This design comes from an exercise in tuning for small area on the open sky130 flow, not from production work.
In this exercise RTL edits were held to simulation tests only and were not proved equivalent to the original.
Power is estimated from default activity; no workload was simulated.

[flow/run.sh]
#!/bin/bash
# synth_recipe.tcl (not shown) runs the flow's synth.tcl, then flattens the netlist and writes it again
# the make line also repeats each setting of config.mk as NAME=value (left out here)
make -C /OpenROAD-flow-scripts/flow DESIGN_CONFIG=/design/flow/config.mk WORK_HOME=/design/flow/orfs CLKGATE_MAP_FILE= SYNTH_SCRIPT=/design/flow/synth_recipe.tcl finish
[flow/config.mk]
export PLATFORM = sky130hd
export DESIGN_NAME = pe_row_top
export DESIGN_NICKNAME = pe_row_top
export VERILOG_FILES = /design/flow/design.v
export SDC_FILE = /design/flow/constraint.sdc
export NUM_CORES = 8
export LEC_CHECK = 0
export CAP_MARGIN = 20
export CORE_MARGIN = 2
export CORE_UTILIZATION = 35
export SLEW_MARGIN = 20
[flow/constraint.sdc]
create_clock -name core_clock -period 20.0 [get_ports {clk}]
set_input_delay 4.0000 -clock core_clock [delete_from_list [all_inputs] [get_ports {clk}]]
set_output_delay 4.0000 -clock core_clock [all_outputs]
set_load 0.01 [all_outputs]
[flow/design.v]
`timescale 1ns/100ps
module shift_reg #( 
	parameter DATA_WIDTH = 16,
    parameter DEPTH      = 11,
    localparam LOG_DEPTH = $clog2(DEPTH)
) (
	input  logic clk,
	input  logic reset,
	input  logic i_ren,
	input  logic i_wen,
    input  logic [LOG_DEPTH : 0] i_used_depth,
	input  logic [DATA_WIDTH-1 : 0] i_wdata,
    output logic [DATA_WIDTH-1 : 0] o_rdata,
    output logic [LOG_DEPTH-1 : 0] o_rd_ptr
);
    logic [DATA_WIDTH-1:0][DEPTH-1:0] mem;
    logic [DEPTH-1:0] used;
    logic [DATA_WIDTH-1:0][DEPTH-1:0] shift_mem;
    logic [DATA_WIDTH-1:0][DEPTH-1:0] next_mem;
    genvar i, j;
    generate
        for(i = 0; i < DATA_WIDTH; i++) begin
            assign o_rdata[i] = mem[i][0];
            assign shift_mem[i]  = {mem[i][0], mem[i][DEPTH-1:1]};
            for(j = 0; j < DEPTH; j++) begin
                always_comb begin
                    if(i_ren)
                        next_mem[i][j] = (j==i_used_depth-1) ? mem[i][0] :
                                         (used[j] ? shift_mem[i][j] : mem[i][0]);
                    else if(i_wen)
                        next_mem[i][j] = (j==i_used_depth-1) ? i_wdata[i] :
                                         (used[j] ? shift_mem[i][j] : 1'b0);
                    else
                        next_mem[i][j] = mem[i][j];
                end
            end
            always_ff @(posedge clk) begin
                if(reset) begin
                    mem[i] <= 0;
                end
                else begin
                    mem[i] <= next_mem[i];
                end
            end
        end
    endgenerate
    generate
        for(i = 0; i < DEPTH; i++) begin
            assign used[i] = (i < i_used_depth);
        end
    endgenerate
    always_ff @(posedge clk) begin
        if(reset) begin
            o_rd_ptr <= 0;
        end
        else if(i_ren) begin
            o_rd_ptr <= (o_rd_ptr == i_used_depth - 1) ? 0 : o_rd_ptr + 1;
        end
    end
endmodule
`timescale 1ns/100ps
module PE #(
	parameter 	DATA_WIDTH = 16,
	parameter 	MAX_FILTER_WIDTH = 11,	 
	localparam	LOG_MFW = $clog2(MAX_FILTER_WIDTH)
	) (  
	input  logic clk, reset,
	input  logic [LOG_MFW:0] i_filter_width,
	input  logic i_pe_en,
	input  logic [LOG_MFW:0] i_stride,
	input  logic [DATA_WIDTH-1:0] i_ifmap_data,
	input  logic i_ifmap_valid,
	input  logic i_reset_ifmap,
	input  logic i_en_loadi_left, i_en_loadi_upper,
	input  logic i_newline,			 
	input  logic i_switch_lane,      
	input  logic [DATA_WIDTH-1:0] i_weight_data,
	input  logic i_weight_valid,
	output logic [DATA_WIDTH-1:0] o_peout_data,
	output logic o_peout_valid,   
	output logic o_en_loadi_right, o_en_loadi_lower,
	input  logic i_row_done,
	output logic o_row_done,
	output logic o_last_in_row,
	output logic o_last_psum
);
	logic [MAX_FILTER_WIDTH-1:0][DATA_WIDTH-1:0] w_row;
	logic lane_feed;
	logic lane_cal;
	logic next_lane_cal;
	logic pe_done;
	logic row_loadi_en;
	logic accept_ifmap;
	logic newline;
	logic [MAX_FILTER_WIDTH-1:0] wr_w_col_ptr;
	logic [MAX_FILTER_WIDTH-1:0] wr_w_row_ptr;
	logic [LOG_MFW-1:0] rd_w_row_ptr;
	logic [MAX_FILTER_WIDTH-1:0][LOG_MFW-1:0] rd_w_col_ptr;
	logic [MAX_FILTER_WIDTH-1:0] rd_w_en;
	logic [MAX_FILTER_WIDTH-1:0] wr_w_en;
	logic [1:0][DATA_WIDTH-1:0] psum;
	logic [LOG_MFW-1:0] current_col;
	logic lane_out;		 
	genvar i;
	generate
		for(i = 0; i < MAX_FILTER_WIDTH; i++) begin
			shift_reg #( 
				.DATA_WIDTH(DATA_WIDTH),
				.DEPTH(MAX_FILTER_WIDTH)
			) lane_w (
				.clk(clk),
				.reset(reset),
				.i_ren(rd_w_en[i]),
				.i_wen(wr_w_en[i]),
				.i_used_depth(i_filter_width),
				.i_wdata(i_weight_data),
				.o_rdata(w_row[i]),
				.o_rd_ptr(rd_w_col_ptr[i])
			);
		end
	endgenerate
	always_ff @(posedge clk) begin
		if(reset) begin
			wr_w_col_ptr <= 1;
		end
		else if(i_weight_valid && i_pe_en) begin
			wr_w_col_ptr  <= (wr_w_col_ptr[i_filter_width-1]) ? 1 : wr_w_col_ptr << 1;
		end
	end
	always_ff @(posedge clk) begin
		if(reset) begin
			wr_w_row_ptr <= 1;
		end
		else if(i_weight_valid && i_pe_en && wr_w_col_ptr[i_filter_width-1]) begin
			wr_w_row_ptr  <= (wr_w_row_ptr[i_filter_width-1]) ? 1 : wr_w_row_ptr << 1;
		end
	end
	assign wr_w_en = wr_w_row_ptr & {MAX_FILTER_WIDTH{i_weight_valid}} & {MAX_FILTER_WIDTH{i_pe_en}};
	assign next_lane_cal	= ~lane_cal;
	always_ff @(posedge clk) begin
		if(reset) begin
			lane_cal <= 0;
		end
		else if(i_reset_ifmap || !i_pe_en) begin
			lane_cal <= 0;
		end
		else if(i_pe_en && i_switch_lane) begin
			lane_cal <= next_lane_cal;
		end
	end
	always_ff @(posedge clk) begin
		if(reset) begin
			lane_feed <= 0;
		end
		else if(i_reset_ifmap || !i_pe_en) begin
			lane_feed <= 0;
		end
		else if(i_switch_lane) begin
			lane_feed <= next_lane_cal;
		end
		else if(newline) begin
			lane_feed <= lane_cal;
		end
		else if(o_last_in_row) begin
			lane_feed <= next_lane_cal;
		end
	end
	assign o_last_psum         = (rd_w_row_ptr == i_filter_width - 1) && o_last_in_row;
	assign o_last_in_row       = (current_col == i_filter_width - 1) && accept_ifmap;
	assign o_en_loadi_right    = (current_col >= i_stride);
	assign o_en_loadi_lower    = (rd_w_row_ptr >= i_stride) || pe_done;
	assign accept_ifmap        = i_pe_en & i_ifmap_valid & row_loadi_en & i_en_loadi_upper;
	assign newline		   	   = i_newline & i_en_loadi_upper;
	assign current_col		   = rd_w_col_ptr[rd_w_row_ptr];
	always_comb begin
		if(i_row_done && (lane_feed == lane_cal)) row_loadi_en = 1;
		else row_loadi_en = i_en_loadi_left;
	end
	generate
		for(i = 0; i < MAX_FILTER_WIDTH; i++) begin
			assign rd_w_en[i] = accept_ifmap && (rd_w_row_ptr == i);
		end
	endgenerate
	always_ff @(posedge clk) begin
		if(reset) begin
			rd_w_row_ptr  <= 0;
		end
		else if(i_reset_ifmap) begin
			rd_w_row_ptr  <= 0;
		end
		else if(newline) begin
			rd_w_row_ptr  <= (rd_w_row_ptr == i_filter_width - 1) ? 0 : rd_w_row_ptr + 1;
		end
	end
	assign lane_out      = ~lane_feed;
	assign o_peout_data  = psum[lane_out];
	always_ff @(posedge clk) begin
		if(reset) begin
			o_row_done <= 0;
			pe_done    <= 0;
		end
		else if(i_reset_ifmap || newline || i_switch_lane) begin
			o_row_done <= 0;
			pe_done    <= 0;
		end
		else if(accept_ifmap) begin
			o_row_done    <= o_last_in_row;
			pe_done       <= o_last_psum;
		end
	end
	always_ff @(posedge clk) begin
		if(reset)                               o_peout_valid <= 0;
		else if(i_reset_ifmap || o_peout_valid) o_peout_valid <= 0;
		else                                    o_peout_valid <= o_last_psum;
	end
	always_ff @(posedge clk) begin
		if(reset) begin
			psum <= 0;
		end
		else if(i_reset_ifmap) begin
			psum <= 0;
		end
		else if(accept_ifmap) begin
			if (o_peout_valid) begin
				psum[lane_out] <= 0;
			end
			psum[lane_feed] <= psum[lane_feed] + w_row[rd_w_row_ptr] * i_ifmap_data;
		end
	end
endmodule
`timescale 1ns/100ps
module PE_row #(
	parameter 	DATA_WIDTH = 16,
	parameter 	MAX_FILTER_WIDTH = 11,	 
	localparam	LOG_MFW = $clog2(MAX_FILTER_WIDTH)
) (
    input  logic clk, reset,
    input  logic [LOG_MFW:0] i_filter_width,
	input  logic i_row_en,
	input  logic [LOG_MFW:0] i_stride,
	input  logic [DATA_WIDTH-1:0] i_ifmap_data,
	input  logic i_ifmap_valid,
	input  logic i_reset_ifmap,
    input  logic [MAX_FILTER_WIDTH-1:0] i_en_loadi_upper,
    input  logic i_switch_lane,
	input  logic [DATA_WIDTH-1:0] i_weight_data,
	input  logic i_weight_valid,
	output logic [DATA_WIDTH-1:0] o_peout_data,
	output logic o_peout_valid,   
	output logic [MAX_FILTER_WIDTH-1:0] o_en_loadi_lower,
    output logic o_last_psum
);
    logic [MAX_FILTER_WIDTH-1:0] pe_en;
    logic [MAX_FILTER_WIDTH-1:0] en_loadi_left;
    logic [MAX_FILTER_WIDTH-1:0] en_loadi_right; 
    logic [MAX_FILTER_WIDTH-1:0] row_done_i;
    logic [MAX_FILTER_WIDTH-1:0] row_done_o;
    logic [MAX_FILTER_WIDTH-1:0][DATA_WIDTH-1:0] peout_data; 
    logic [MAX_FILTER_WIDTH-1:0] peout_valid;
    logic newline;
    logic [MAX_FILTER_WIDTH-1:0] last_in_row;
    logic [MAX_FILTER_WIDTH-1:0] last_psum;
    genvar i;
    generate
        for(i = 0; i < MAX_FILTER_WIDTH; i++) begin
            assign pe_en[i] = (i < i_filter_width) & i_row_en;
            PE #(
	            .DATA_WIDTH(DATA_WIDTH),
	            .MAX_FILTER_WIDTH(MAX_FILTER_WIDTH)
	            ) proc_ele (  
	            .clk(clk), .reset(reset),
	            .i_filter_width(i_filter_width),
	            .i_pe_en(pe_en[i]),
	            .i_stride(i_stride),
	            .i_ifmap_data(i_ifmap_data),
	            .i_ifmap_valid(i_ifmap_valid),
	            .i_reset_ifmap(i_reset_ifmap),
	            .i_en_loadi_left(en_loadi_left[i]), 
                .i_en_loadi_upper(i_en_loadi_upper[i]),
	            .i_newline(newline),			 
	            .i_switch_lane(i_switch_lane),      
	            .i_weight_data(i_weight_data),
	            .i_weight_valid(i_weight_valid),
	            .o_peout_data(peout_data[i]),
	            .o_peout_valid(peout_valid[i]),   
	            .o_en_loadi_right(en_loadi_right[i]), 
                .o_en_loadi_lower(o_en_loadi_lower[i]),
	            .i_row_done(row_done_i[i]),
	            .o_row_done(row_done_o[i]),
                .o_last_in_row(last_in_row[i]),
                .o_last_psum(last_psum[i])
            );
        end
    endgenerate
    generate
        for(i = 0; i < MAX_FILTER_WIDTH; i++) begin
            if(i != 0) begin
                assign en_loadi_left[i] = en_loadi_right[i-1];
            end
            else begin
                assign en_loadi_left[0] = en_loadi_right[MAX_FILTER_WIDTH - 1];
            end
        end
        for(i = 0; i < MAX_FILTER_WIDTH; i++) begin
            if(i != 0) begin
                assign row_done_i[i] = row_done_o[i-1];
            end
            else begin
                assign row_done_i[0] = 1'b1;
            end
        end
    endgenerate
    always_comb begin
        o_peout_data = '0;
        for(int k = 0; k < MAX_FILTER_WIDTH; k++)
            o_peout_data = o_peout_data | (peout_data[k] & {DATA_WIDTH{peout_valid[k]}});
    end
    assign o_peout_valid = | peout_valid;
    assign newline       = last_in_row[i_filter_width - 1];
    assign o_last_psum   = last_psum[i_filter_width - 1];
endmodule
`timescale 1ns/100ps
module pe_row_top #(
	parameter 	DATA_WIDTH = 16,
	parameter 	MAX_FILTER_WIDTH = 5,
	localparam	LOG_MFW = $clog2(MAX_FILTER_WIDTH)
) (
	input  logic clk, reset,
	input  logic [LOG_MFW:0] i_filter_width,
	input  logic [LOG_MFW:0] i_stride,
	input  logic [DATA_WIDTH-1:0] i_ifmap_data,
	input  logic i_ifmap_valid,
	input  logic i_reset_ifmap,
	input  logic [DATA_WIDTH-1:0] i_weight_data,
	input  logic i_weight_valid,
	output logic [DATA_WIDTH-1:0] o_peout_data,
	output logic o_peout_valid
);
	logic last_psum;
	logic [MAX_FILTER_WIDTH-1:0] en_loadi_lower;
	wire  [DATA_WIDTH-1:0] peout_data;
	PE_row #(
		.DATA_WIDTH(DATA_WIDTH),
		.MAX_FILTER_WIDTH(MAX_FILTER_WIDTH)
	) proc_ele_row (
		.clk(clk), .reset(reset),
		.i_filter_width(i_filter_width),
		.i_row_en(1'b1),
		.i_stride(i_stride),
		.i_ifmap_data(i_ifmap_data),
		.i_ifmap_valid(i_ifmap_valid),
		.i_reset_ifmap(i_reset_ifmap),
		.i_en_loadi_upper({MAX_FILTER_WIDTH{1'b1}}),
		.i_switch_lane(last_psum),
		.i_weight_data(i_weight_data),
		.i_weight_valid(i_weight_valid),
		.o_peout_data(peout_data),
		.o_peout_valid(o_peout_valid),
		.o_en_loadi_lower(en_loadi_lower),
		.o_last_psum(last_psum)
	);
	assign o_peout_data = peout_data;
endmodule
==> flow_summary.yaml <==
power:
  p_leak_nw: 52.5
  vdd_drop_max_uv: 81.9
  internal_power_mw: 8.34
  p_seq_frac: 0.405
  p_per_area_mw_per_mm2: 82.2
  p_comb_frac: 0.163
  total_power_mw: 11.9
  p_sw_mw: 3.54
  clockPowerShare: 0.432
  swShare: 0.298
routing:
  drt_iter0_drc: 21011
  ant_nets: 0
  drc: 0
  vias: 130520
  viasPerCell: 6.35
  wl_um: 573000
  wl_per_cell_um: 27.9
  dr.pass1.iters: 7
layout:
  final_cells: 20564
  area_growth_pct: 10.0
  drive_gt1_frac: 0.0791
  nFillCells: 37678
  final_nets: 16100
logic_synthesis:
  yosysSeqAreaShare: 0.353
  synth_area_per_cell_um2: 8.10
  ys.flop_type: "dfxtp_1"
  yosys_warnings: 3
  netlist_top_cells_count: "2415 x nor2_1, 2319 x dfxtp_1, 1549 x nor3_1"
  synth_area_leaders: "dfxtp_1 35%, a221oi_1 9.6%, fa_1 7.2%"
  synth-edff-count: 0
  syn_area_mm2: 0.131
  synthArstFlopShare: 0
  yosysUniqueCellTypes: 82
  yosysMostFrequentCell: "nor2_1"
  syn_nets: 17067
  synth_cells: 16221
  synth_top_area_share: 0.353
  synth_top_cell_by_area: "dfxtp_1"
  ys_seq_elements: 2319
clocking:
  cts_setup_buffers: 0
  cts_tree: "yes"
  clock_latency_ns: 0.96
  cts_max_path_buffers: 4
  cts.clk_slew.worst_paths_ns: 0.06
  cts_sinks: 2319
  cts-root-buf: "clkbuf_16"
  ctsHoldBuffers: 0
  numCtsBuffers: 265
  htreeDepth: 5
  cts_resized: 0
placement:
  place_hpwl_um: 331000
  placed_cells: 19959
  gp_congestion: 0.916
  numPortBuffers: 61
  dp_worst_setup_slack_ns: 9.71
floorplan:
  ios: 62
  die_h_um: 617
  design.core.area_mm2: 0.373
  initial_core_util: 0.352
  dieArea_mm2: 0.380
  die_w_um: 617
  core.rowCount: 224
critical_path:
  cpMostUsedCell: "fa_1"
  r2r_slack_ns: 12.28
  end_kind: "flop"
  crit_chain: "buf_2 > buf_4 > nand2_1 > fa_1 > fa_1 > fa_1 > inv_1 > fa_1 > inv_1 > fa_1 > fa_1 > xnor2_1 > xnor2_1 > xnor2_1 > xnor2_1 > xnor2_1 > xnor3_1 > a31o_1 > a32oi_1 > nor2_1"
  slowest_delay_ns: 0.63
  critPathArrivalTime_ns: 10.22
  reg2reg_depth: 22
  crit_fanout: 42
  cp-start-kind: "input pin"
  critPathKind: "in2reg"
  crit_slowest_cell: "buf_4"
  required_ns: 20.81
timing:
  worst_pin_slew_ns: 1.28
  hold_violations: 0
  setup_viol: 0
  slew_headroom: 0.146
  fin_crit_ns: 9.41
  hold_slack_ns: 0.463
  fmax_ghz: 0.106
  clock-skew-final_ns: 0.0472
  drv_slew: 0
  period_share: 0.471
  rsz0062_at_grt: "false"
  setup_tns_ns: 0
  worst_slack_ns: 10.59
worst_hold_path:
  hold_depth: 2
  hold_class: "reg2reg"
run:
  drv_cap: 0
global_routing:
  grt-ovfl-total: 0
  antenna_found_initial: 96
  grtUsageTotal: 0.287
  grt_start_max_net_pins: 188
  grt_pass1_wl_um: 824000
  grt_pass1_vias: 116440
outcome:
  status: "finished clean"
## worst max-delay path, delay by kind of cell
family	cells	cell delay [ns]
AOI/OAI and AO/OA	2	0.41
buffers and inverters	4	1.33
adders and majority gates	6	2.95
and+or+nand+nor	2	0.21
xor gates and xnor gates	6	1.29
## flip-flops by register name (all words and copies together), names as in the netlist, named ones only
register	count
proc_ele_row.genblk1.proc_ele.rd_w_row_ptr	15
proc_ele_row.genblk1.proc_ele.genblk1.lane_w.o_rd_ptr	75
proc_ele_row.genblk1.proc_ele.o_row_done	4
proc_ele_row.genblk1.proc_ele.o_peout_valid	5
proc_ele_row.genblk1.proc_ele.wr_w_col_ptr	25
proc_ele_row.genblk1.proc_ele.lane_cal	5
proc_ele_row.genblk1.proc_ele.genblk1.lane_w.mem	2000
proc_ele_row.genblk1.proc_ele.wr_w_row_ptr	25
proc_ele_row.genblk1.proc_ele.lane_feed	5
## cells by family after synthesis
logic type	synth area share
simple gates	0.192
compound gates	0.228
buf+inv	0.0701
flops	0.353
fa+ha+maj	0.103
xor+xnor	0.0221
mux	0.0316
## per-layer routing
layer	vias to the layer above	track usage	wire length, µm
met3	1924	0.0771	71700
met5	-	0.000126	139
met1	63553	0.368	218000
met4	24	0.200	40200
li1	56111	-	-
met2	8908	0.418	243000
## area by class of cell
type / count / area [µm²] / area share
Antenna cell: 136 / 340 / 0.00236
Clock inverter: 91 / 1120 / 0.00773
Inverter: 772 / 2900 / 0.0201
Timing Repair Buffer: 379 / 3030 / 0.0209
Clock buffer: 378 / 7770 / 0.0538
Tap cell: 4972 / 6220 / 0.0431
Sequential cell: 2319 / 46400 / 0.321
Multi-Input combinational cell: 11517 / 76700 / 0.531
## per-stage QoR
stage | utilization | area, µm²
final | 0.387 | 144000
after global routing | 0.387 | 144000
after CTS | 0.386 | 144000
after detailed placement | 0.363 | 135000
after global placement | 0.362 | 135000
after floorplan | - | 131000
## worst max path at each step
stage / depth (start not counted) / slack [ns] / startpoint / end
2_1_floorplan: 20 / 10.34 / i_ifmap_data[3] / flop
3_3_place_gp: 20 / 9.73 / i_ifmap_data[2] / flop
3_5_place_dp: 20 / 9.71 / i_ifmap_data[3] / flop
4_1_cts: 20 / 10.67 / i_ifmap_data[3] / flop
5_1_grt: 22 / 10.25 / i_ifmap_data[2] / flop
6_report: 20 / 10.59 / i_ifmap_data[2] / flop
## power groups by stage
stage          combinational [mW]  sequential [mW]  clock [mW]
6_report                     1.93             4.81        5.14
5_1_grt                      2.13             4.82        5.33
4_1_cts                      1.90             4.81        5.15
3_5_place_dp                 1.89             4.91           0
3_3_place_gp                 1.87             4.91           0
2_1_floorplan                1.37             4.88           0
## cell usage in the layout, fill, tap and decap left out, types with 28 or more instances in the layout
cell type	synthesis	layout
a22oi_1	501	499
clkbuf_8	0	59
mux4_2	87	87
xnor2_1	248	248
clkbuf_1	1403	48
clkdlybuf4s50_1	0	48
clkinv_2	0	42
nor2_2	0	33
fa_1	470	470
dfxtp_1	2319	2307
diode_2	0	136
a211oi_1	118	118
a21oi_1	636	628
a311oi_1	122	122
nand2_1	1226	1146
nor2b_1	86	85
inv_1	771	771
ha_1	331	330
nand2_4	0	63
and2_1	251	234
a22o_1	78	78
a221oi_1	1442	1442
nor2_1	2415	2380
or3_1	28	28
mux2i_1	94	94
nand2b_1	53	53
clkbuf_16	0	271
nor3_1	1549	1548
nand3_1	84	84
o21ai_0	1190	1189
xor2_1	66	66
a31o_2	29	29
buf_4	3	316
mux2_2	110	110

==> re-timing with driven ports <==
The flow's constraints put no driver on any port. The routed layout listed below was extracted and timed again, unchanged, in two steps. Step 1 assumes that a clkbuf_16 drives the clock port and a buf_2 every other input. Step 2, shift: input delay + t, output delay - t, t = (earliest + latest rising clock arrival at the registers) / 2. This alone moves slack from input paths to output paths. Three values: no drivers, after step 1, after step 2; two values: the first two.
t (ns): 1.070
setup slack, ns: 10.588 / 10.690 / 9.620
worst data-port slew with drivers (ns): 0.30
After both steps setup and hold are still met in this run. For this run, drivers alone change the setup slack by +0.102 ns; drivers and shift together by -0.968 ns.
